From an optimization exercise on the open Yosys and OpenROAD flow, aimed at a short achievable clock period and few clock cycles; shortcuts taken in it are not production practice. RTL that was checked went through simulation tests only; none was proved equivalent to the original. The RTL of run 1 was laid out without a check of its function. Power and IR drop assume default switching activity.

[design/flow/design.v]
`timescale 1ns/1ps
module regfile(input             clk,
               input             we,
               input      [4:0]  ra1, ra2, wa,
               input      [31:0] wd,
               output     [31:0] rd1, rd2);
  reg [31:0] rf [1:31];
  always @(posedge clk)
    if (we && wa != 5'd0) rf[wa] <= wd;
  assign rd1 = (ra1 != 5'd0) ? rf[ra1] : 32'b0;
  assign rd2 = (ra2 != 5'd0) ? rf[ra2] : 32'b0;
endmodule
`timescale 1ns/1ps
module mips(input         clk, reset,
            output [31:0] pc,
            input  [31:0] instr,
            output        memwrite,
            output [31:0] memaddr,
            output [31:0] memwritedata,
            input  [31:0] memreaddata);
  reg  [31:0] pc_f;
  reg  [31:0] ras;
  reg         v_d;
  reg  [31:0] instr_d, pc_d, pc4_d, ptgt_d;    
  reg         bhit_d, bp_d;                     
  reg         v_e;
  reg         regwrite_e, memtoreg_e, memwrite_e;
  reg         branch_e, jr_e, bhit_e;
  reg         rq_e, rn_e;           
  reg         tkq_e, tkn_e;         
  reg         nbr_e;                
  reg  [31:0] tgtq_e, tgtn_e;       
  reg         s_add_e, s_sub_e, s_and_e, s_or_e, s_slt_e, s_sltu_e, s_link_e;
  reg  [4:0]  wr_e;
  reg  [31:0] srca_e, srcb_e, sd_e, pc_e, pc4_e, btarget_e, ptgt_e;
  reg         eqab_e;               
  reg         fa_e, fb_e;           
  reg         sdm_e, sdl_e;         
  reg         regwrite_m, memtoreg_m, memwrite_m;
  reg  [4:0]  wr_m;
  reg  [31:0] aluout_m, memaddr_q, memwritedata_q;
  reg         regwrite_w, memtoreg_w;
  reg  [4:0]  wr_w;
  reg  [31:0] aluout_w, readdata_w;
  wire [31:0] result_w = memtoreg_w ? readdata_w : aluout_w;
  wire [31:0] result_m = memtoreg_m ? memreaddata : aluout_m;
  wire [5:0] op_d    = instr_d[31:26];
  wire [4:0] rs_d    = instr_d[25:21];
  wire [4:0] rt_d    = instr_d[20:16];
  wire [4:0] rd_d    = instr_d[15:11];
  wire [5:0] funct_d = instr_d[5:0];
  wire [15:0] imm16_d = instr_d[15:0];
  reg        regwrite_d, regdst_d, alusrc_d, memtoreg_d, memwrite_d;
  reg        branch_d, bne_d, jal_d, jr_d, signext_d, lui_d;
  reg [2:0]  aluop_d;               
  always @(*) begin
    regwrite_d = 1'b0; regdst_d = 1'b0; alusrc_d = 1'b0; memtoreg_d = 1'b0;
    memwrite_d = 1'b0; branch_d = 1'b0; bne_d = 1'b0; jal_d = 1'b0;
    jr_d = 1'b0; signext_d = 1'b0; lui_d = 1'b0; aluop_d = 3'd0;
    case (op_d)
      6'b000000: begin                
        regwrite_d = 1'b1; regdst_d = 1'b1;
        case (funct_d)
          6'b100000, 6'b100001: aluop_d = 3'd0;
          6'b100010, 6'b100011: aluop_d = 3'd1;
          6'b100100:            aluop_d = 3'd2;
          6'b100101:            aluop_d = 3'd3;
          6'b101010:            aluop_d = 3'd4;
          6'b101011:            aluop_d = 3'd5;
          6'b001000: begin      aluop_d = 3'd0; jr_d = 1'b1; end
          default:              aluop_d = 3'd2;
        endcase
      end
      6'b100011: begin regwrite_d = 1'b1; alusrc_d = 1'b1; memtoreg_d = 1'b1; signext_d = 1'b1; end  
      6'b101011: begin memwrite_d = 1'b1; alusrc_d = 1'b1; signext_d = 1'b1; end                    
      6'b000100: begin branch_d = 1'b1; signext_d = 1'b1; end                                        
      6'b000101: begin branch_d = 1'b1; bne_d = 1'b1; signext_d = 1'b1; end                          
      6'b001000,
      6'b001001: begin regwrite_d = 1'b1; alusrc_d = 1'b1; signext_d = 1'b1; end                     
      6'b001010: begin regwrite_d = 1'b1; alusrc_d = 1'b1; signext_d = 1'b1; aluop_d = 3'd4; end     
      6'b001011: begin regwrite_d = 1'b1; alusrc_d = 1'b1; signext_d = 1'b1; aluop_d = 3'd5; end     
      6'b001101: begin regwrite_d = 1'b1; alusrc_d = 1'b1; aluop_d = 3'd3; end                       
      6'b001111: begin regwrite_d = 1'b1; alusrc_d = 1'b1; lui_d = 1'b1; end                         
      6'b000011: begin regwrite_d = 1'b1; jal_d = 1'b1; end                                          
      default: ;                                                                                     
    endcase
  end
  wire [4:0] wr_d = jal_d ? 5'd31 : (regdst_d ? rd_d : rt_d);
  wire       regwr_d = regwrite_d && (wr_d != 5'd0);
  wire [31:0] sext_d  = {{16{imm16_d[15]}}, imm16_d};
  wire [31:0] imm_d   = lui_d ? {imm16_d, 16'b0} : (signext_d ? sext_d : {16'b0, imm16_d});
  wire [31:0] btarget_d = pc4_d + {sext_d[29:0], 2'b00};
  wire [31:0] rd1, rd2;
  regfile rf(.clk(clk), .we(regwrite_w), .ra1(rs_d), .ra2(rt_d), .wa(wr_w),
             .wd(result_w), .rd1(rd1), .rd2(rd2));
  wire [31:0] rsval_d = (regwrite_m && wr_m == rs_d) ? result_m :
                        (regwrite_w && wr_w == rs_d) ? result_w : rd1;
  wire [31:0] rtval_d = (regwrite_m && wr_m == rt_d) ? result_m :
                        (regwrite_w && wr_w == rt_d) ? result_w : rd2;
  wire hit_rs_d = v_e && regwrite_e && wr_e == rs_d;
  wire hit_rt_d = v_e && regwrite_e && wr_e == rt_d;
  wire uses_rs_d = (op_d[5:1] != 5'b00001);           
  wire uses_rt_d = (op_d == 6'b000000) || branch_d;   
  wire stall     = v_d && memtoreg_e &&
                   ((uses_rs_d && hit_rs_d) || (uses_rt_d && hit_rt_d));
  wire [31:0] a_e = fa_e ? aluout_m : srca_e;
  wire [31:0] b_e = fb_e ? aluout_m : srcb_e;
  wire [31:0] sum_e = a_e + b_e;
  wire [32:0] dif_e = {1'b0, a_e} - {1'b0, b_e};
  wire [31:0] aluout_e = ({32{s_add_e}}  & sum_e) |
                         ({32{s_sub_e}}  & dif_e[31:0]) |
                         ({32{s_and_e}}  & (a_e & b_e)) |
                         ({32{s_or_e}}   & (a_e | b_e)) |
                         {31'b0, (s_slt_e & dif_e[31]) | (s_sltu_e & dif_e[32])} |
                         ({32{s_link_e}} & pc4_e);
  wire eq_e     = fa_e ? (fb_e ? 1'b1 : (aluout_m == srcb_e))
                       : (fb_e ? (srca_e == aluout_m) : eqab_e);
  wire taken_e  = eq_e ? tkq_e : tkn_e;
  wire jrok_e   = fa_e ? (aluout_m == ptgt_e) : (srca_e == ptgt_e);
  wire misjr_e  = v_e && jr_e && !jrok_e;
  wire redir_e  = (eq_e ? rq_e : rn_e) || nbr_e || misjr_e;
  wire [31:0] tgt_e = jr_e ? a_e : (eq_e ? tgtq_e : tgtn_e);
  wire stk_d    = branch_d && !bhit_d && imm16_d[15];
  wire predtk_d = stk_d || bp_d;
  wire [31:0] bo_d  = {sext_d[29:0], 2'b00};
  wire [31:0] kin_d = pc4_d ^ bo_d ^ ptgt_d;
  wire [31:0] kgen_d = {(pc4_d[30:0] & bo_d[30:0]) | ((pc4_d[30:0] | bo_d[30:0]) & kin_d[30:0]), 1'b0};
  wire tgtbad_d = bp_d && (kin_d != kgen_d);
  wire redir_d  = v_d && stk_d && !stall && !redir_e;
  wire [31:0] pc4_f = pc_f + 32'd4;
  wire        isj_f  = (instr[31:27] == 5'b00001);
  wire        isjr_f = (instr[31:26] == 6'b000000) && (instr[5:0] == 6'b001000);
  wire [31:0] jtgt_f = {pc4_f[31:28], instr[25:0], 2'b00};
  wire        over_f = redir_e || redir_d;
  wire [31:0] over_tgt = redir_e ? tgt_e : btarget_d;
  reg         btb_v   [0:31];
  reg         btb_tk  [0:31];
  reg  [9:0]  btb_tag [0:31];
  reg  [29:0] btb_tgt [0:31];
  reg  [4:0]  bidx_f;
  wire        bhit_f  = btb_v[bidx_f] && (btb_tag[bidx_f] == pc_f[16:7]);
  wire        btk_f   = bhit_f && btb_tk[bidx_f];
  wire [31:0] btgt_f  = {btb_tgt[bidx_f], 2'b00};
  wire [31:0] npc = over_f ? over_tgt :
                    isj_f  ? jtgt_f :
                    isjr_f ? ras :
                    btk_f  ? btgt_f : pc4_f;
  reg  [31:0] bw_we;                
  reg         bw_tk;
  reg  [9:0]  bw_tag;
  reg  [29:0] bw_tgt;
  wire        bupd_e = v_e && branch_e && (taken_e || bhit_e);
  integer i;
  always @(posedge clk, posedge reset)
    if (reset) bw_we <= 32'b0;
    else for (i = 0; i < 32; i = i + 1) bw_we[i] <= bupd_e && (pc_e[6:2] == i);
  always @(posedge clk) begin
    bw_tk  <= taken_e;
    bw_tag <= pc_e[16:7];
    bw_tgt <= btarget_e[31:2];
  end
  always @(posedge clk, posedge reset)
    if (reset) begin
      for (i = 0; i < 32; i = i + 1) btb_v[i] <= 1'b0;
    end else begin
      for (i = 0; i < 32; i = i + 1)
        if (bw_we[i] && bw_tk) btb_v[i] <= 1'b1;
    end
  always @(posedge clk)
    for (i = 0; i < 32; i = i + 1)
      if (bw_we[i]) begin
        btb_tk[i] <= bw_tk;
        if (bw_tk) begin
          btb_tag[i] <= bw_tag;
          btb_tgt[i] <= bw_tgt;
        end
      end
  assign pc = pc_f;
  always @(posedge clk, posedge reset)
    if (reset)                  pc_f <= 32'b0;
    else if (!stall || redir_e) pc_f <= npc;
  always @(posedge clk, posedge reset)
    if (reset)                  bidx_f <= 5'b11111;
    else if (!stall || redir_e) bidx_f <= npc[6:2];
  always @(posedge clk, posedge reset)
    if (reset)                 ras <= 32'b0;
    else if (v_e && s_link_e)  ras <= pc4_e;
  always @(posedge clk, posedge reset)
    if (reset)        v_d <= 1'b0;
    else if (!stall)  v_d <= !over_f;
  always @(posedge clk)
    if (!stall) begin
      instr_d <= instr; pc_d <= pc_f; pc4_d <= pc4_f;
      ptgt_d <= isjr_f ? ras : btgt_f;
      bhit_d <= bhit_f && !isj_f && !isjr_f;
      bp_d   <= btk_f && !isj_f && !isjr_f;
    end
  wire ve_next = v_d && !stall && !redir_e;
  always @(posedge clk, posedge reset)
    if (reset) v_e <= 1'b0;
    else       v_e <= ve_next;
  always @(posedge clk) begin
    regwrite_e <= regwr_d; memtoreg_e <= memtoreg_d; memwrite_e <= memwrite_d;
    branch_e <= branch_d; jr_e <= jr_d; bhit_e <= bhit_d;
    tkq_e  <= !bne_d;
    tkn_e  <= bne_d;
    rq_e   <= ve_next && branch_d && ((!bne_d != predtk_d) || (!bne_d && tgtbad_d));
    rn_e   <= ve_next && branch_d && (( bne_d != predtk_d) || ( bne_d && tgtbad_d));
    nbr_e  <= ve_next && !branch_d && predtk_d;
    tgtq_e <= bne_d ? pc4_d : btarget_d;
    tgtn_e <= bne_d ? btarget_d : pc4_d;
    eqab_e <= (rsval_d == rtval_d);
    s_add_e  <= !jal_d && aluop_d == 3'd0;
    s_sub_e  <= !jal_d && aluop_d == 3'd1;
    s_and_e  <= !jal_d && aluop_d == 3'd2;
    s_or_e   <= !jal_d && aluop_d == 3'd3;
    s_slt_e  <= !jal_d && aluop_d == 3'd4;
    s_sltu_e <= !jal_d && aluop_d == 3'd5;
    s_link_e <= jal_d;
    wr_e <= wr_d; pc_e <= pc_d; pc4_e <= pc4_d;
    btarget_e <= btarget_d; ptgt_e <= ptgt_d;
    srca_e <= rsval_d;
    srcb_e <= alusrc_d ? imm_d : rtval_d;
    sd_e   <= rtval_d;
    fa_e   <= hit_rs_d;
    fb_e   <= hit_rt_d && !alusrc_d;
    sdm_e  <= hit_rt_d && !memtoreg_e;
    sdl_e  <= hit_rt_d && memtoreg_e;
  end
  always @(posedge clk, posedge reset)
    if (reset) begin
      regwrite_m <= 1'b0; memwrite_m <= 1'b0;
    end else begin
      regwrite_m <= v_e && regwrite_e;
      memwrite_m <= v_e && memwrite_e;
    end
  always @(posedge clk) begin
    memtoreg_m <= memtoreg_e;
    wr_m <= wr_e; aluout_m <= aluout_e;
  end
  always @(posedge clk) begin
    memaddr_q      <= sum_e;
    memwritedata_q <= sdl_e ? memreaddata : (sdm_e ? aluout_m : sd_e);
  end
  assign memwrite     = memwrite_m;
  assign memaddr      = memaddr_q;
  assign memwritedata = memwritedata_q;
  always @(posedge clk, posedge reset)
    if (reset) regwrite_w <= 1'b0;
    else       regwrite_w <= regwrite_m;
  always @(posedge clk) begin
    memtoreg_w <= memtoreg_m; wr_w <= wr_m;
    aluout_w <= aluout_m; readdata_w <= memreaddata;
  end
endmodule
[design/flow/flow/run.sh]
#!/bin/bash
# Own layout flow: the standard flow (standard synthesis, floorplan, placement, CTS,
# routing) run whole through standard.sh, with these changes to how timing is repaired:
#  - gate resizing may change a cell's footprint (MATCH_CELL_FOOTPRINT=0);
set -euo pipefail
MARGIN=${OWN_SETUP_MARGIN:-6.8}
bash standard.sh \
  SETUP_SLACK_MARGIN=$MARGIN \
  TNS_END_PERCENT=5 \
  MATCH_CELL_FOOTPRINT=0 \
  "BUFFER_PORTS_ARGS=-buffer_cell sky130_fd_sc_hd__buf_6" \
  finish > make_finish.log 2>&1
[design/flow/standard.sh]
#!/bin/bash
# synth_recipe.tcl (not shown) runs the flow's synth.tcl, then flattens the netlist and writes it again
# the make line also repeats each setting of config.mk as NAME=value (left out here)
make -C /OpenROAD-flow-scripts/flow DESIGN_CONFIG=/design/flow/config.mk WORK_HOME=/design/flow/orfs CLKGATE_MAP_FILE= SYNTH_SCRIPT=/design/flow/synth_recipe.tcl "${@:-finish}"
[design/flow/config.mk]
export PLATFORM = sky130hd
export DESIGN_NAME = mips
export DESIGN_NICKNAME = mips
export VERILOG_FILES = /design/flow/design.v
export SDC_FILE = /design/flow/constraint.sdc
export NUM_CORES = 4
export LEC_CHECK = 0
export ABC_CLOCK_PERIOD_IN_PS = 2500
export CAP_MARGIN = 20
export CORE_MARGIN = 2
export CORE_UTILIZATION = 40
export PLACE_DENSITY = 0.6
export SLEW_MARGIN = 20
[design/flow/constraint.sdc]
create_clock -name core_clock -period 10.0 [get_ports {clk}]
set_input_delay 2.0000 -clock core_clock [delete_from_list [all_inputs] [get_ports {clk}]]
set_output_delay 2.0000 -clock core_clock [all_outputs]
set_load 0.01 [all_outputs]
==> flow_summary_export.csv, run 1 <==
group,metric,value,unit
outcome,status,"no timing/DRC/antenna violations",
pwr,p_total,40200,uW
timing,rsz0062_at_grt,"true",
detailed_routing,ant_nets,0,
timing,worst_pin_slew,1.25,ns
critical_path,critPathBufInv,2,
timing,slew_viol_final,0,
detailed_routing,wirelength,483000,microns
pwr,clkPwrFrac,31.2,%
die,die_y,574,microns
die,ios,163,
cells_and_area,area_growth,17.2,%
logic_synthesis,ys_warn_count,6,
logic_synthesis,synth_cell_types,85,
die,rows,209,
critical_path,critPathMaxStageDelay,0.82,ns
detailed_routing,routed_via_density,6.31,
cells_and_area,fillCellCount,27500,
critical_path,cp_slowest_cell,"a21oi_2",
critical_path,crit_chain,"buf_8 -> or3b_4 -> nor2_4 -> buf_4 -> a22oi_1 -> nand2_1 -> nor4_1 -> a21oi_2 -> mux2_4 -> a2111oi_4 -> o22ai_1",
clock_tree,cts_max_level,5,
clock_tree,cts-root-buf,"clkbuf_16",
global_route,antenna_found_initial,34,
logic_synthesis,avgSynthCellArea,15.2,sq um
clock_tree,tritoncts,"built",
cells_and_area,final_common_cell,"edfxtp_1",
die,fp.coreArea,0.323,sq mm
timing,fmax,0.231,GHz
critical_path,worstPathMaxFanout,26,
placement,hpwl,282000,microns
cells_and_area,final_cell_mix,"2,417 x edfxtp_1, 613 x nand2_1, 549 x mux4_2",
cells_and_area,nets,9143,
logic_synthesis,synth_edf_count,2417,
die,initial_core_util,40.1,%
global_route,grt_pass1_wl,661000,microns
clock_tree,cts.reportedPaths.clkPinSlew,0.07,ns
flow_run,drv_cap,0,
global_route,grt_use_total,28.5,%
pwr,leakage,0.0528,uW
cells_and_area,regMostFlops,"rf.rf",
global_route,grt_max_degree,69,
cells_and_area,reg_top3,"rf.rf x992, btb_tgt x960, btb_tag x320",
global_route,grt_pass1_vias,81700,
critical_path,critPathRequiredTime,10.88,ns
critical_path,critPathCaptureType,"flip-flop",
detailed_routing,drc,0,
timing,finalHoldViolations,0,
pwr,seq_power_share,45.0,%
cells_and_area,multi_input_area,0.0424,sq mm
logic_synthesis,async_flop_share,4.49,%
pwr,ir_worst_vdd,0.294,mV
cells_and_area,seqCellArea,0.0865,sq mm
detailed_routing,first_pass_iters,8,
critical_path,cpLargestDelayFamily,"compound AO/OA/AOI/OAI gates",
global_route,grt.overflow.total,0,
critical_path,worstSetupPathType,"reg2reg",
logic_synthesis,synth_cells,8539,
pwr,switching_share,33.4,%
logic_synthesis,synth_area,0.130,sq mm
die,die_area,0.329,sq mm
critical_path,cp-start-kind,"flip-flop",
detailed_routing,wl_per_cell,35.8,microns
logic_synthesis,synth-seq-area-share,66.5,%
clock_tree,holdBufCountCts,0,
clock_tree,numCtsBuffers,328,
cells_and_area,largest_reg_flops,992,
timing,skew,0.0884,ns
timing,tns,0,ns
pwr,power.internal,26800,uW
placement,port_buffers,162,
timing,finalSetupViolCount,0,
clock_tree,clock-sinks,3071,
clock_tree,clockBufferDepth,4,
placement,gp_congestion,0.954,
pwr,p_sw,13400,uW
timing,period_needed,4.34,ns
pwr,p_per_area,264,mW/mm^2
logic_synthesis,synth_seq_cells,3071,
cells_and_area,drive_gt1_share,23.2,%
logic_synthesis,ys_dominant_reg_cell,"edfxtp_1",
detailed_routing,initialDrtViolationCount,13100,
timing,fin_crit_sh,43.4,%
worst_hold_path,worst_hold_path_type,"reg2reg",
die,dieWidth,574,microns
timing,fin_hold_ws,0.319,ns
critical_path,cp.arrival,5.22,ns
detailed_routing,vias,85200,
pwr,comb_power_share,23.9,%
clock_tree,clkLatencyLatePin,0.97,ns
timing,maxSlewHeadroom,16.4,%
-- layer usage --
metal / vias to the layer above / GRT usage, % / wire length [microns]
met5: - / 0 / 99
met4: 14 / 13.4 / 27700
met3: 1143 / 7.13 / 58500
met2: 5959 / 43.8 / 217000
met1: 44000 / 38.1 / 180000
li1: 34100 / - / -
-- worst paths after layout --
| path | startpoint | end | slack [ns] | depth (start not counted) |
|---|---|---|---|---|
| min reg2reg | btarget_e[15] | bw_tgt[13] | 0.32 | 0 |
| min in group asynchronous | reset | pc_f[26] | 1.22 | 2 |
| min | btarget_e[15] | bw_tgt[13] | 0.32 | 0 |
| max reg2reg | bidx_f[3] | pc_f[26] | 5.66 | 11 |
| max | bidx_f[3] | pc_f[26] | 5.66 | 11 |
| max in group asynchronous | reset | memwrite_m | 7.10 | 3 |
-- synthesized netlist by cell type (all sizes together), types with 58 or more instances --
cell type,count,area [sq um]
nor4,101,647
a22oi,503,3780
mux2i,299,2990
inv,238,893
buf,179,868
dfrtp,133,3330
a211oi,105,788
xnor2,228,2000
mux2,100,1130
dfxtp,516,10300
and3,94,588
ha,157,1960
a21oi,296,1480
clkbuf,365,1370
mux4,549,12400
o21ai,245,1230
edfxtp,2417,72600
xor2,65,569
nand4,92,576
a221oi,58,508
nand2,619,2320
nand3,172,861
nor2,363,1360
-- cell type report --
type / count / area share (%)
clock buffer: 418 / 5.90
inverter: 240 / 0.595
timing repair buffer: 560 / 3.94
tap: 4325 / 3.56
antenna: 11 / 0.0181
clock inverter: 183 / 1.27
sequential: 3071 / 56.8
multi-input combinational: 4687 / 27.9
-- logic make-up after synthesis --
family                     synth area share [%]
AOI/OAI and AO/OA                          8.19
xor gates and xnor gates                   1.98
adders and majority gates                  2.01
buffers and inverters                      2.42
DFF                                        66.5
muxes                                      12.7
and+or+nand+nor                            6.18
-- worst register-to-register path, stage by stage (launching register included) --
cell,delay [ns]
dfstp_4,0.72
buf_8,0.17
or3b_4,0.47
nor2_4,0.44
buf_4,0.58
a22oi_1,0.30
nand2_1,0.10
nor4_1,0.06
a21oi_2,0.82
mux2_4,0.32
a2111oi_4,0.07
o22ai_1,0.20
-- metrics by stage --
stage / util, % / instance area, sq um / std cells / setup WS [ns]
5_1_grt: 47.0 / 152000 / 13500 / 5.63
6_report: 47.0 / 152000 / 13500 / 5.66
3_3_place_gp: 42.4 / 137000 / 12700 / 3.40
4_1_cts: 46.7 / 151000 / 13400 / 5.78
3_5_place_dp: 42.4 / 137000 / 12700 / 3.44
2_1_floorplan: - / 130000 / 8539 / 6.23
-- power groups by stage --
stage                     logic, uW  clock network (uW)  registers [uW]
final                          9590               12500           18100
after global routing           9930               13100           18100
after CTS                      9090               12600           18000
after detailed placement       8390                   0           18300
after global placement         8280                   0           18200
after floorplan                4560                   0           17300
-- repair_timing --
action / CTS / global route
cloned: 20 / 2
gates resized for setup: 315 / 130
setup endpoints to repair: 560 / 550
setup buffers: 110 / 54
pin swaps: 67 / 49
==> inputs of run 2 (changes only) <==
--- a/design/flow/design.v
+++ b/design/flow/design.v
@@ -1,14 +1,11 @@
 `timescale 1ns/1ps
-module regfile(input             clk,
-               input             we,
-               input      [4:0]  ra1, ra2, wa,
-               input      [31:0] wd,
-               output     [31:0] rd1, rd2);
-  reg [31:0] rf [1:31];
-  always @(posedge clk)
-    if (we && wa != 5'd0) rf[wa] <= wd;
-  assign rd1 = (ra1 != 5'd0) ? rf[ra1] : 32'b0;
-  assign rd2 = (ra2 != 5'd0) ? rf[ra2] : 32'b0;
+module add32(input  [31:0] a, b,
+             output [31:0] s);
+  assign s = a + b;
+endmodule
+module sub32(input  [31:0] a, b,
+             output [32:0] d);
+  assign d = {1'b0, a} - {1'b0, b};
 endmodule
 `timescale 1ns/1ps
 module mips(input         clk, reset,
@@ -35,6 +32,7 @@
   reg  [31:0] srca_e, srcb_e, sd_e, pc_e, pc4_e, btarget_e, ptgt_e;
   reg         eqab_e;               
   reg         fa_e, fb_e;           
+  reg         sel_p0_e, sel_pa_e, sel_pb_e, sel_pc_e;    
   reg         sdm_e, sdl_e;         
   reg         regwrite_m, memtoreg_m, memwrite_m;
   reg  [4:0]  wr_m;
@@ -89,10 +87,13 @@
   wire       regwr_d = regwrite_d && (wr_d != 5'd0);
   wire [31:0] sext_d  = {{16{imm16_d[15]}}, imm16_d};
   wire [31:0] imm_d   = lui_d ? {imm16_d, 16'b0} : (signext_d ? sext_d : {16'b0, imm16_d});
-  wire [31:0] btarget_d = pc4_d + {sext_d[29:0], 2'b00};
-  wire [31:0] rd1, rd2;
-  regfile rf(.clk(clk), .we(regwrite_w), .ra1(rs_d), .ra2(rt_d), .wa(wr_w),
-             .wd(result_w), .rd1(rd1), .rd2(rd2));
+  wire [31:0] btarget_d;
+  add32 u_add_bt(.a(pc4_d), .b({sext_d[29:0], 2'b00}), .s(btarget_d));
+  reg  [31:0] rf [1:31];
+  always @(posedge clk)
+    if (regwrite_w) rf[wr_w] <= result_w;
+  wire [31:0] rd1 = (rs_d != 5'd0) ? rf[rs_d] : 32'b0;
+  wire [31:0] rd2 = (rt_d != 5'd0) ? rf[rt_d] : 32'b0;
   wire [31:0] rsval_d = (regwrite_m && wr_m == rs_d) ? result_m :
                         (regwrite_w && wr_w == rs_d) ? result_w : rd1;
   wire [31:0] rtval_d = (regwrite_m && wr_m == rt_d) ? result_m :
@@ -105,13 +106,27 @@
                    ((uses_rs_d && hit_rs_d) || (uses_rt_d && hit_rt_d));
   wire [31:0] a_e = fa_e ? aluout_m : srca_e;
   wire [31:0] b_e = fb_e ? aluout_m : srcb_e;
-  wire [31:0] sum_e = a_e + b_e;
-  wire [32:0] dif_e = {1'b0, a_e} - {1'b0, b_e};
-  wire [31:0] aluout_e = ({32{s_add_e}}  & sum_e) |
-                         ({32{s_sub_e}}  & dif_e[31:0]) |
+  wire [31:0] sum_p0, sum_pa, sum_pb;
+  wire [32:0] dif_p0, dif_pa, dif_pb;
+  wire [31:0] sum_pc = {aluout_m[30:0], 1'b0};
+  add32 u_add_p0(.a(srca_e),   .b(srcb_e),   .s(sum_p0));
+  add32 u_add_pa(.a(aluout_m), .b(srcb_e),   .s(sum_pa));
+  add32 u_add_pb(.a(srca_e),   .b(aluout_m), .s(sum_pb));
+  sub32 u_sub_p0(.a(srca_e),   .b(srcb_e),   .d(dif_p0));
+  sub32 u_sub_pa(.a(aluout_m), .b(srcb_e),   .d(dif_pa));
+  sub32 u_sub_pb(.a(srca_e),   .b(aluout_m), .d(dif_pb));
+  wire [31:0] sum_e = sel_p0_e ? sum_p0 : sel_pa_e ? sum_pa : sel_pb_e ? sum_pb : sum_pc;
+  wire [31:0] arith_e =
+      ({32{sel_p0_e & s_add_e}} & sum_p0) | ({32{sel_p0_e & s_sub_e}} & dif_p0[31:0]) |
+      ({32{sel_pa_e & s_add_e}} & sum_pa) | ({32{sel_pa_e & s_sub_e}} & dif_pa[31:0]) |
+      ({32{sel_pb_e & s_add_e}} & sum_pb) | ({32{sel_pb_e & s_sub_e}} & dif_pb[31:0]) |
+      ({32{sel_pc_e & s_add_e}} & sum_pc) |
+      {31'b0, (sel_p0_e & ((s_slt_e & dif_p0[31]) | (s_sltu_e & dif_p0[32]))) |
+              (sel_pa_e & ((s_slt_e & dif_pa[31]) | (s_sltu_e & dif_pa[32]))) |
+              (sel_pb_e & ((s_slt_e & dif_pb[31]) | (s_sltu_e & dif_pb[32])))};
+  wire [31:0] aluout_e = arith_e |
                          ({32{s_and_e}}  & (a_e & b_e)) |
                          ({32{s_or_e}}   & (a_e | b_e)) |
-                         {31'b0, (s_slt_e & dif_e[31]) | (s_sltu_e & dif_e[32])} |
                          ({32{s_link_e}} & pc4_e);
   wire eq_e     = fa_e ? (fb_e ? 1'b1 : (aluout_m == srcb_e))
                        : (fb_e ? (srca_e == aluout_m) : eqab_e);
@@ -127,7 +142,8 @@
   wire [31:0] kgen_d = {(pc4_d[30:0] & bo_d[30:0]) | ((pc4_d[30:0] | bo_d[30:0]) & kin_d[30:0]), 1'b0};
   wire tgtbad_d = bp_d && (kin_d != kgen_d);
   wire redir_d  = v_d && stk_d && !stall && !redir_e;
-  wire [31:0] pc4_f = pc_f + 32'd4;
+  wire [31:0] pc4_f;
+  add32 u_add_pc4(.a(pc_f), .b(32'd4), .s(pc4_f));
   wire        isj_f  = (instr[31:27] == 5'b00001);
   wire        isjr_f = (instr[31:26] == 6'b000000) && (instr[5:0] == 6'b001000);
   wire [31:0] jtgt_f = {pc4_f[31:28], instr[25:0], 2'b00};
@@ -137,7 +153,8 @@
   reg         btb_tk  [0:31];
   reg  [9:0]  btb_tag [0:31];
   reg  [29:0] btb_tgt [0:31];
-  reg  [4:0]  bidx_f;
+  reg  [4:0]  bidx_nf;
+  wire [4:0]  bidx_f  = ~bidx_nf;
   wire        bhit_f  = btb_v[bidx_f] && (btb_tag[bidx_f] == pc_f[16:7]);
   wire        btk_f   = bhit_f && btb_tk[bidx_f];
   wire [31:0] btgt_f  = {btb_tgt[bidx_f], 2'b00};
@@ -180,8 +197,8 @@
     if (reset)                  pc_f <= 32'b0;
     else if (!stall || redir_e) pc_f <= npc;
   always @(posedge clk, posedge reset)
-    if (reset)                  bidx_f <= 5'b11111;
-    else if (!stall || redir_e) bidx_f <= npc[6:2];
+    if (reset)                  bidx_nf <= 5'b00000;
+    else if (!stall || redir_e) bidx_nf <= ~npc[6:2];
   always @(posedge clk, posedge reset)
     if (reset)                 ras <= 32'b0;
     else if (v_e && s_link_e)  ras <= pc4_e;
@@ -224,6 +241,10 @@
     sd_e   <= rtval_d;
     fa_e   <= hit_rs_d;
     fb_e   <= hit_rt_d && !alusrc_d;
+    sel_p0_e <= !hit_rs_d && !(hit_rt_d && !alusrc_d);
+    sel_pa_e <=  hit_rs_d && !(hit_rt_d && !alusrc_d);
+    sel_pb_e <= !hit_rs_d &&  (hit_rt_d && !alusrc_d);
+    sel_pc_e <=  hit_rs_d &&  (hit_rt_d && !alusrc_d);
     sdm_e  <= hit_rt_d && !memtoreg_e;
     sdl_e  <= hit_rt_d && memtoreg_e;
   end
==> design/flow/config.mk (replaced) <==
export PLATFORM = sky130hd
export DESIGN_NAME = mips
export DESIGN_NICKNAME = mips
export VERILOG_FILES = /design/flow/design.v
export SDC_FILE = /design/flow/constraint.sdc
export NUM_CORES = 4
export LEC_CHECK = 0
export CAP_MARGIN = 20
export CORE_MARGIN = 2
export CORE_UTILIZATION = 60
export PLACE_DENSITY = 0.7
export SLEW_MARGIN = 20
export SYNTH_HIERARCHICAL = 1
==> run 2 against run 1 <==
Net effect:
- still clean on timing, DRC and antenna
- cell area is 8.6% higher
- critical endpoint is now pc_f[28]
- critical path type unchanged
- final cell count is 3.4% higher
- sequential cell count is 8 higher
- setup slack better by 0.28 ns
==> flow_summary_export.csv, run 2 <==
group,metric,value,unit
outcome,status,"no timing/DRC/antenna violations",
timing,finalSetupViolCount,0,
die,die_y,489,microns
timing,finalHoldViolations,0,
logic_synthesis,ys_warn_count,11,
cells_and_area,final_cell_mix,"2,417 x edfxtp_1, 718 x nand2_1, 552 x mux4_2",
placement,hpwl,318000,microns
detailed_routing,vias,103000,
timing,slew_viol_final,0,
placement,post-place-ws,3.92,ns
critical_path,worstSetupPathType,"reg2reg",
logic_synthesis,post-synth-top-count-cell,"edfxtp_1",
global_route,busiest_layer,"met2",
detailed_routing,wl_per_cell,39.3,microns
clock_tree,tritoncts,"built",
cells_and_area,largest_reg_flops,992,
detailed_routing,ant_nets,0,
timing,fin_crit_sh,40.6,%
logic_synthesis,synth_largest_area_cell,"edfxtp_1",
cells_and_area,regMostFlops,"rf",
detailed_routing,wirelength,549000,microns
logic_synthesis,synth_cell_types,104,
logic_synthesis,async_flop_share,4.48,%
global_route,grt.overflow.total,0,
cells_and_area,fin_util,70.4,%
cells_and_area,reg_top3,"rf x992, btb_tgt x960, btb_tag x320",
global_route,met2_usage,62.7,%
detailed_routing,drc,0,
cells_and_area,final_common_cell,"edfxtp_1",
die,fp.coreArea,0.235,sq mm
critical_path,critPathRequiredTime,10.81,ns
cells_and_area,nets,10900,
cells_and_area,area_growth,16.9,%
worst_hold_path,worstHoldStart,"btarget_e[28]",
die,ios,163,
timing,skew,0.117,ns
pwr,ir_worst_vdd,0.284,mV
logic_synthesis,synth_top_cells_by_count,"2,417 x edfxtp_1, 726 x nand2_1, 552 x mux4_2",
timing,layout_setup_ws,5.94,ns
clock_tree,cts-root-buf,"clkbuf_16",
cells_and_area,finalInstanceArea,0.165,sq mm
clock_tree,numCtsBuffers,329,
detailed_routing,first_pass_iters,12,
timing,worst_pin_slew,1.28,ns
logic_synthesis,synth_cells,10000,
logic_synthesis,ys_dominant_reg_cell,"edfxtp_1",
pwr,p_per_area,293,mW/mm^2
logic_synthesis,synth_top_cell_area_share,51.4,%
timing,tns,0,ns
clock_tree,clock-sinks,3079,
clock_tree,holdBufCountCts,0,
placement,port_buffers,162,
pwr,clkPwrFrac,25.3,%
logic_synthesis,synth-seq-area-share,61.3,%
critical_path,timing.rr.start,"bidx_nf[2]",
clock_tree,cts.reportedPaths.clkPinSlew,0.06,ns
critical_path,cp.arrival,4.86,ns
clock_tree,clkLatencyLatePin,1.02,ns
global_route,use_met3,17.7,%
timing,rsz0062_at_grt,"true",
global_route,grtUsageMet1,61.2,%
global_route,grt_max_degree,85,
placement,placed_cell_area,0.147,sq mm
die,initial_core_util,60.2,%
logic_synthesis,synth_area,0.141,sq mm
pwr,comb_power_share,36.3,%
detailed_routing,routed_via_density,7.41,
critical_path,cp-start-kind,"flip-flop",
flow_run,drv_cap,0,
global_route,grt_use_total,45.1,%
die,die_area,0.239,sq mm
critical_path,r2r-end,"pc_f[28]",
timing,period_needed,4.06,ns
pwr,leakage,0.0588,uW
logic_synthesis,synth_edf_count,2417,
global_route,grt_pass1_vias,97400,
clock_tree,clockBufferDepth,4,
die,rows,178,
global_route,antenna_found_initial,37,
critical_path,crit_start,"bidx_nf[2]",
logic_synthesis,avgSynthCellArea,14.1,sq um
logic_synthesis,synth_area_leaders,"edfxtp_1 51%, mux4_2 8.8%, dfxtp_1 7.4%, a22oi_1 2.5%, dfrtp_1 2.4%",
critical_path,critPathCaptureType,"flip-flop",
critical_path,rr_worst_depth,17,
worst_hold_path,hold_end,"bw_tgt[26]",
timing,fmax,0.246,GHz
clock_tree,cts_max_level,5,
die,dieWidth,489,microns
global_route,grt_pass1_wl,750000,microns
cells_and_area,drive_gt1_share,24.8,%
pwr,switching_share,38.7,%
critical_path,worstPathMaxFanout,9,
pwr,p_sw,18700,uW
placement,gp_congestion,1.04,
logic_synthesis,synth_seq_cells,3079,
pwr,seq_power_share,38.4,%
detailed_routing,initialDrtViolationCount,18300,
timing,maxSlewHeadroom,15.0,%
pwr,power.internal,29700,uW
worst_hold_path,worst_hold_path_type,"reg2reg",
critical_path,rrSetupSlack,5.94,ns
worst_hold_path,hold_depth,0,
[run 2: worst max-delay path, cell delays in order, from the launching register on]
cell and delay [ns]:
dfrtp_4 0.56, buf_8 0.19, buf_4 0.15, clkbuf_16 0.16, buf_4 0.20, nand3b_1 0.16
a21oi_1 0.54, a221oi_1 0.10, and4_1 0.23, a31oi_4 0.24, xor2_2 0.15, nor4b_4 0.30
buf_6 0.17, and2_4 0.15, buf_12 0.13, buf_12 0.13, nor3_1 0.05, o31ai_1 0.28
[run 2: final cells by class]
cell class | count | area (sq um)
inverters | 243 | 936
clock buffers | 413 | 8940
flip-flops and latches | 3079 | 86800
diodes | 14 | 35.0
multi-input cells | 6144 | 54200
well taps | 3150 | 3940
clock inverters | 167 | 1700
fillers | 15400 | 69600
repair buffers | 743 | 8650
[run 2: routing by layer]
layer  routed length, microns  share of wire (%)
met5                      292              0.053
met4                    36900                6.7
met3                    92400                 17
met2                   227000                 41
met1                   192000                 35
[run 2: kinds of logic (layout without fill, tap and decap cells)]
group	count (synthesis)	after routing	share of synthesized area, %
other	2	50	0.00532
XOR/XNOR	409	409	2.54
AND/OR/NAND/NOR	2119	2120	7.22
buffers and inverters	849	1566	2.40
adder cells (fa/ha/maj)	290	290	2.77
AO/OA/AOI/OAI	2218	2218	11.1
multiplexers	1071	1071	12.7
flip-flops	3079	3079	61.3
[run 2: worst max path at each step]
stage	end	depth (start not counted)
floorplan	pc_f[6]	8
global placement	bidx_nf[3]	13
detailed placement	bidx_nf[3]	13
CTS	eqab_e	11
global route	pc_f[28]	17
finish	pc_f[28]	17
[run 2: power groups by stage]
stage               logic, uW  clock network [uW]  registers [uW]
detailed placement      14500                   0           18800
finish                  17600               12300           18600
global placement        14300                   0           18700
CTS                     16000               12200           18500
global route            18100               12700           18600
floorplan                8690                   0           17600
[run 2: Yosys stat by module (local to each module, per instance)]
module  flops+latches  cells inside  area, sq um  copies in the design
mips             3079          7929       127000                     1
add32               0           241         1740                     5
sub32               0           301         1980                     3
[run 2: repair_timing]
action,CTS,global route
pin swaps,103,66
setup endpoints to repair,591,413
buffers inserted,212,72
gates cloned,57,5
resized for setup,558,227
[run 2: stage by stage]
stage          power (uW)  instances  hold slack [ns]
6_report            48400      14000            0.320
2_1_floorplan       26300      10100            0.310
5_1_grt             49400      13900            0.309
4_1_cts             46700      13900            0.313
3_3_place_gp        33000      13000            0.311
3_5_place_dp        33200      13000            0.313
Testbench counts of run 2, summed over its fixed seeds: cycles 52,583.
==> inputs of run 3 (changes only) <==
--- a/design/flow/design.v
+++ b/design/flow/design.v
@@ -6,6 +6,32 @@
 module sub32(input  [31:0] a, b,
              output [32:0] d);
   assign d = {1'b0, a} - {1'b0, b};
+endmodule
+module jdec(input  [31:0] w,
+            output        isj, isjr);
+  assign isj  = (w[31:27] == 5'b00001);
+  assign isjr = (w[31:26] == 6'b000000) && (w[5:0] == 6'b001000);
+endmodule
+module npcsel(input         fix, isj, isjr,
+              input  [31:0] fix_pc, ras, seq,
+              input  [3:0]  jhi,
+              input  [25:0] jlo,
+              output [31:0] npc);
+  assign npc = fix  ? fix_pc :
+               isj  ? {jhi, jlo, 2'b00} :
+               isjr ? ras : seq;
+endmodule
+module eq32(input  [31:0] a, b,
+            output        eq);
+  assign eq = (a == b);
+endmodule
+module and4x(input a, b, c, d, output y);
+  assign y = a & b & c & d;
+endmodule
+module mux32(input         s,
+             input  [31:0] d0, d1,
+             output [31:0] y);
+  assign y = s ? d1 : d0;
 endmodule
 `timescale 1ns/1ps
 module mips(input         clk, reset,
@@ -30,7 +56,7 @@
   reg         s_add_e, s_sub_e, s_and_e, s_or_e, s_slt_e, s_sltu_e, s_link_e;
   reg  [4:0]  wr_e;
   reg  [31:0] srca_e, srcb_e, sd_e, pc_e, pc4_e, btarget_e, ptgt_e;
-  reg         eqab_e;               
+  reg  [31:0] xab_e;                
   reg         fa_e, fb_e;           
   reg         sel_p0_e, sel_pa_e, sel_pb_e, sel_pc_e;    
   reg         sdm_e, sdl_e;         
@@ -128,10 +154,15 @@
                          ({32{s_and_e}}  & (a_e & b_e)) |
                          ({32{s_or_e}}   & (a_e | b_e)) |
                          ({32{s_link_e}} & pc4_e);
-  wire eq_e     = fa_e ? (fb_e ? 1'b1 : (aluout_m == srcb_e))
-                       : (fb_e ? (srca_e == aluout_m) : eqab_e);
+  wire eq_mb, eq_am, eq_mp, eq_ap;
+  eq32 u_eq_mb(.a(aluout_m), .b(srcb_e), .eq(eq_mb));
+  eq32 u_eq_am(.a(srca_e),   .b(aluout_m), .eq(eq_am));
+  eq32 u_eq_mp(.a(aluout_m), .b(ptgt_e), .eq(eq_mp));
+  eq32 u_eq_ap(.a(srca_e),   .b(ptgt_e), .eq(eq_ap));
+  wire eq_e     = fa_e ? (fb_e ? 1'b1 : eq_mb)
+                       : (fb_e ? eq_am : ~|xab_e);
   wire taken_e  = eq_e ? tkq_e : tkn_e;
-  wire jrok_e   = fa_e ? (aluout_m == ptgt_e) : (srca_e == ptgt_e);
+  wire jrok_e   = fa_e ? eq_mp : eq_ap;
   wire misjr_e  = v_e && jr_e && !jrok_e;
   wire redir_e  = (eq_e ? rq_e : rn_e) || nbr_e || misjr_e;
   wire [31:0] tgt_e = jr_e ? a_e : (eq_e ? tgtq_e : tgtn_e);
@@ -144,30 +175,42 @@
   wire redir_d  = v_d && stk_d && !stall && !redir_e;
   wire [31:0] pc4_f;
   add32 u_add_pc4(.a(pc_f), .b(32'd4), .s(pc4_f));
-  wire        isj_f  = (instr[31:27] == 5'b00001);
-  wire        isjr_f = (instr[31:26] == 6'b000000) && (instr[5:0] == 6'b001000);
-  wire [31:0] jtgt_f = {pc4_f[31:28], instr[25:0], 2'b00};
+  wire        isj_f, isjr_f;
+  jdec u_jdec(.w(instr), .isj(isj_f), .isjr(isjr_f));
   wire        over_f = redir_e || redir_d;
   wire [31:0] over_tgt = redir_e ? tgt_e : btarget_d;
+  integer i;
   reg         btb_v   [0:31];
   reg         btb_tk  [0:31];
   reg  [9:0]  btb_tag [0:31];
   reg  [29:0] btb_tgt [0:31];
   reg  [4:0]  bidx_nf;
   wire [4:0]  bidx_f  = ~bidx_nf;
-  wire        bhit_f  = btb_v[bidx_f] && (btb_tag[bidx_f] == pc_f[16:7]);
-  wire        btk_f   = bhit_f && btb_tk[bidx_f];
+  reg  [31:0] bsel_f, bmatch_f;
+  always @(*)
+    for (i = 0; i < 32; i = i + 1) begin
+      bsel_f[i]   = (bidx_f == i);
+      bmatch_f[i] = btb_v[i] && (btb_tag[i] == pc_f[16:7]);
+    end
+  wire        bhit_f  = |(bsel_f & bmatch_f);
+  reg  [31:0] btkv;
+  always @(*)
+    for (i = 0; i < 32; i = i + 1) btkv[i] = btb_tk[i];
+  wire        btk_f   = |(bsel_f & bmatch_f & btkv);
   wire [31:0] btgt_f  = {btb_tgt[bidx_f], 2'b00};
-  wire [31:0] npc = over_f ? over_tgt :
-                    isj_f  ? jtgt_f :
-                    isjr_f ? ras :
-                    btk_f  ? btgt_f : pc4_f;
+  wire        fix_f  = over_f || stall;
+  wire [31:0] fix_pc = redir_e ? tgt_e : (redir_d ? btarget_d : pc_f);
+  wire [31:0] npc_nb, npc;
+  wire        takeb_f;
+  npcsel u_npcsel(.fix(fix_f), .isj(isj_f), .isjr(isjr_f), .fix_pc(fix_pc), .ras(ras),
+                  .seq(pc4_f), .jhi(pc4_f[31:28]), .jlo(instr[25:0]), .npc(npc_nb));
+  and4x u_takeb(.a(btk_f), .b(!fix_f), .c(!isj_f), .d(!isjr_f), .y(takeb_f));
+  mux32 u_npcmux(.s(takeb_f), .d0(npc_nb), .d1(btgt_f), .y(npc));
   reg  [31:0] bw_we;                
   reg         bw_tk;
   reg  [9:0]  bw_tag;
   reg  [29:0] bw_tgt;
   wire        bupd_e = v_e && branch_e && (taken_e || bhit_e);
-  integer i;
   always @(posedge clk, posedge reset)
     if (reset) bw_we <= 32'b0;
     else for (i = 0; i < 32; i = i + 1) bw_we[i] <= bupd_e && (pc_e[6:2] == i);
@@ -195,10 +238,10 @@
   assign pc = pc_f;
   always @(posedge clk, posedge reset)
     if (reset)                  pc_f <= 32'b0;
-    else if (!stall || redir_e) pc_f <= npc;
+    else                        pc_f <= npc;
   always @(posedge clk, posedge reset)
     if (reset)                  bidx_nf <= 5'b00000;
-    else if (!stall || redir_e) bidx_nf <= ~npc[6:2];
+    else                        bidx_nf <= ~npc[6:2];
   always @(posedge clk, posedge reset)
     if (reset)                 ras <= 32'b0;
     else if (v_e && s_link_e)  ras <= pc4_e;
@@ -226,7 +269,7 @@
     nbr_e  <= ve_next && !branch_d && predtk_d;
     tgtq_e <= bne_d ? pc4_d : btarget_d;
     tgtn_e <= bne_d ? btarget_d : pc4_d;
-    eqab_e <= (rsval_d == rtval_d);
+    xab_e  <= rsval_d ^ rtval_d;
     s_add_e  <= !jal_d && aluop_d == 3'd0;
     s_sub_e  <= !jal_d && aluop_d == 3'd1;
     s_and_e  <= !jal_d && aluop_d == 3'd2;
--- a/design/flow/flow/run.sh
+++ b/design/flow/flow/run.sh
@@ -6,7 +6,7 @@
 MARGIN=${OWN_SETUP_MARGIN:-6.8}
 bash standard.sh \
   SETUP_SLACK_MARGIN=$MARGIN \
-  TNS_END_PERCENT=5 \
+  TNS_END_PERCENT=25 \
   MATCH_CELL_FOOTPRINT=0 \
   "BUFFER_PORTS_ARGS=-buffer_cell sky130_fd_sc_hd__buf_6" \
   finish > make_finish.log 2>&1
==> run 3 against run 2 <==
Net effect:
- critical path depth shrank 15
- fmax grew 6.6%
- cell area grew 2.9%
- synthesized area grew 2.5%
- non-clock buffer count grew 55
- combinational power grew about 20%
- first-iteration DRC count grew 3.5%
- clock power is essentially flat
- sequential share of layout area shrank 1.0 points
==> flow_summary_export.csv, run 3 <==
group,metric,value,unit
clock_tree,holdBufCountCts,0,
die,ios,163,
critical_path,critPathRequiredTime,8.00,ns
detailed_routing,maxUsedRoutingLayer,"met5",
logic_synthesis,ys_warn_count,11,
logic_synthesis,synth_area_leaders,"edfxtp_1 50%, dfxtp_1 7.7%, mux4_2 6.8%, xnor2_1 3.0%, mux2i_1 2.8%",
timing,rsz0062_at_grt,"true",
logic_synthesis,ys_dominant_reg_cell,"edfxtp_1",
worst_hold_path,worst_hold_path_type,"reg2reg",
die,die_area,0.245,sq mm
global_route,grt_pass1_wl,793000,microns
cells_and_area,reg_top3,"rf x992, btb_tgt x960, btb_tag x320",
critical_path,critPathBufInv,2,
critical_path,worstSetupPathType,"reg2out",
cells_and_area,final_cell_mix,"2,417 x edfxtp_1, 555 x nand3_1, 480 x xnor2_1",
detailed_routing,drc,0,
logic_synthesis,synth_seq_cells,3110,
clock_tree,tritoncts,"built",
timing,fmax,0.263,GHz
logic_synthesis,synth_cell_types,112,
timing,worst_pin_slew,1.43,ns
detailed_routing,ant_nets,0,
timing,finalSetupViolCount,0,
global_route,grt_max_degree,139,
logic_synthesis,synth_largest_area_cell,"edfxtp_1",
detailed_routing,routed_via_density,7.41,
logic_synthesis,synth_top_cells_by_count,"2,417 x edfxtp_1, 561 x nand3_1, 555 x dfxtp_1",
cells_and_area,fillCellCount,15400,
clock_tree,cts.reportedPaths.clkPinSlew,0.06,ns
cells_and_area,regMostFlops,"rf",
detailed_routing,met3_length,92300,microns
timing,maxSlewHeadroom,3.51,%
detailed_routing,wirelength,579000,microns
clock_tree,cts_max_level,5,
logic_synthesis,synth-seq-area-share,60.2,%
detailed_routing,first_pass_iters,9,
global_route,grt_pass1_vias,102000,
detailed_routing,met1_length,202000,microns
logic_synthesis,synth_cells,10500,
clock_tree,numCtsBuffers,332,
global_route,antenna_found_initial,52,
die,die_y,495,microns
critical_path,cp_slowest_cell,"dfrtp_4",
cells_and_area,final_cells,14500,
placement,dp_cells,13500,
flow_run,drv_cap,0,
logic_synthesis,synth_edf_count,2417,
timing,tns,0,ns
placement,gp_congestion,1.09,
cells_and_area,final_common_cell,"edfxtp_1",
global_route,grt_use_total,46.6,%
logic_synthesis,async_flop_share,4.44,%
critical_path,cpLargestDelayFamily,"flip-flops",
critical_path,cp-start-kind,"flip-flop",
logic_synthesis,synth_top_cell_area_share,50.1,%
timing,finalHoldViolations,0,
critical_path,cp.arrival,1.81,ns
global_route,grt.overflow.total,0,
detailed_routing,initialDrtViolationCount,18900,
logic_synthesis,avgSynthCellArea,13.8,sq um
logic_synthesis,post-synth-top-count-cell,"edfxtp_1",
die,initial_core_util,60.3,%
placement,hpwl,365000,microns
critical_path,critPathCaptureType,"output pin",
critical_path,worstPathMaxFanout,2,
placement,port_buffers,162,
cells_and_area,seqCellArea,0.0875,sq mm
timing,period_needed,3.81,ns
cells_and_area,area_growth,17.4,%
pwr,ir_worst_vdd,0.230,mV
clock_tree,cts-root-buf,"clkbuf_16",
pwr,p_per_area,309,mW/mm^2
pwr,leakage,0.0599,uW
cells_and_area,multi_input_area,0.0585,sq mm
die,fp.coreArea,0.240,sq mm
clock_tree,clkLatencyLatePin,1.04,ns
outcome,status,"no timing/DRC/antenna violations",
clock_tree,clockBufferDepth,4,
clock_tree,clock-sinks,3110,
die,dieWidth,495,microns
cells_and_area,nets,11300,
critical_path,crit_chain,"buf_16 -> buf_6",
detailed_routing,wl_per_cell,40.1,microns
timing,skew,0.122,ns
cells_and_area,drive_gt1_share,26.7,%
logic_synthesis,synth_area,0.145,sq mm
critical_path,critPathMaxStageDelay,0.52,ns
timing,slew_viol_final,0,
detailed_routing,dr_wl_met2,239000,microns
timing,fin_crit_sh,38.1,%
cells_and_area,largest_reg_flops,992,
die,rows,180,
detailed_routing,vias,107000,
timing,fin_hold_ws,0.286,ns
[run 3: changes by cell type after synthesis, sizes merged, moves of 161 or more]
| cell | delta |
|---|---|
| a22oi | -285 |
| nand2 | -342 |
| nand4 | +161 |
| nand3 | +364 |
| xnor2 | +293 |
[run 3: repair_timing]
action	CTS	global route
resized for setup	1038	148
pin swaps	204	68
endpoints found under the hold margin	0	0
setup endpoints to repair	558	296
gates cloned	35	1
buffers inserted	284	52
[run 3: area by class of cell]
class	count	area share (%)
clock buffers	432	5.37
multi-input cells	6497	34.4
diodes	28	0.0412
inverters	243	0.542
flip-flops and latches	3110	51.5
well taps	3185	2.34
clock inverters	159	0.883
repair buffers	798	4.93
[run 3: kinds of logic after synthesis]
group | count (synthesis) | share of synthesized area (%)
AOI/OAI and AO/OA | 1856 | 9.20
adders and majority gates | 290 | 2.70
muxes | 1126 | 11.9
DFF | 3110 | 60.2
and+or+nand+nor | 2427 | 8.81
xor gates and xnor gates | 756 | 4.57
other | 2 | 0.00519
buffers and inverters | 891 | 2.64
[run 3: report_power, final]
group,switching (uW),internal [uW]
Clock,5210,7070
Sequential,2210,16700
Combinational,13600,7650
[run 3: Yosys stat by module (local to each module, per instance)]
module / cells inside / times used / flops+latches / cell area, sq um
add32: 241 / 5 / 0 / 1740
and4x: 1 / 1 / 0 / 8.76
eq32: 43 / 4 / 0 / 347
jdec: 5 / 1 / 0 / 41.3
mips: 7994 / 1 / 3110 / 127000
mux32: 36 / 1 / 0 / 544
npcsel: 142 / 1 / 0 / 1270
sub32: 301 / 3 / 0 / 1980
[run 3: path summary, 6_finish.rpt]
path	from	to	slack, ns	cells after the start
setup / recovery	pc_f[13]	pc[13]	6.19	2
max in group asynchronous	reset	pc_f[9]	7.81	3
setup reg to reg	aluout_m[1]	aluout_m[27]	6.29	15
min in group asynchronous	reset	memwrite_m	1.16	3
hold reg to reg	pc_e[13]	bw_tag[6]	0.29	0
hold / removal	pc_e[13]	bw_tag[6]	0.29	0
[run 3: metal layers]
layer	vias to the layer above	global-route usage (%)
li1	41900	-
met1	53100	62.0
met2	9937	64.6
met4	34	29.2
met5	-	0.509
met3	2171	17.2
[run 3: metrics by stage]
stage          setup slack, ns  power (uW)  cell area [sq um]  util [%]
2_1_floorplan             6.28       27700             145000         -
3_3_place_gp              4.44       35500             150000      62.6
3_5_place_dp              4.42       35700             150000      62.6
4_1_cts                   6.17       50700             169000      70.2
5_1_grt                   6.18       53300             170000      70.7
6_report                  6.19       52500             170000      70.7
Testbench counts of run 3, summed over its fixed seeds: cycles 52,583.

==> re-timing with driven ports <==
The results above use ideal ports. As a check the final layouts listed here were re-extracted and re-timed, cells and wires unchanged.
Step 1 (the two cells are an assumption about what drives the block):
set clk [get_ports {clk}]
set_driving_cell -lib_cell sky130_fd_sc_hd__clkbuf_16 $clk
set_driving_cell -lib_cell sky130_fd_sc_hd__buf_2 [delete_from_list [all_inputs] $clk]
Step 2, shift: input delay + t, output delay - t, t = (earliest + latest rising clock arrival at the registers) / 2. This alone moves slack from input paths to output paths.
Three values: ideal ports, drivers, drivers and shift; two values: the first two.
| run | t, ns | setup slack, ns | hold WS [ns] |
|---|---|---|---|
| run 1 | 1.014 | 5.662 / 5.662 / 5.124 | 0.319 / 0.319 / 0.319 |
| run 2 | 1.050 | 5.942 / 5.942 / 5.182 | 0.320 / 0.320 / 0.320 |
| run 3 | 1.087 | 6.195 / 6.082 / 5.662 | 0.286 / 0.286 / 0.286 |
After both steps setup and hold are still met in every run listed. The setup slack of run 2, which loses most, moves by 0.000 ns with the drivers and by -0.760 ns with both steps.
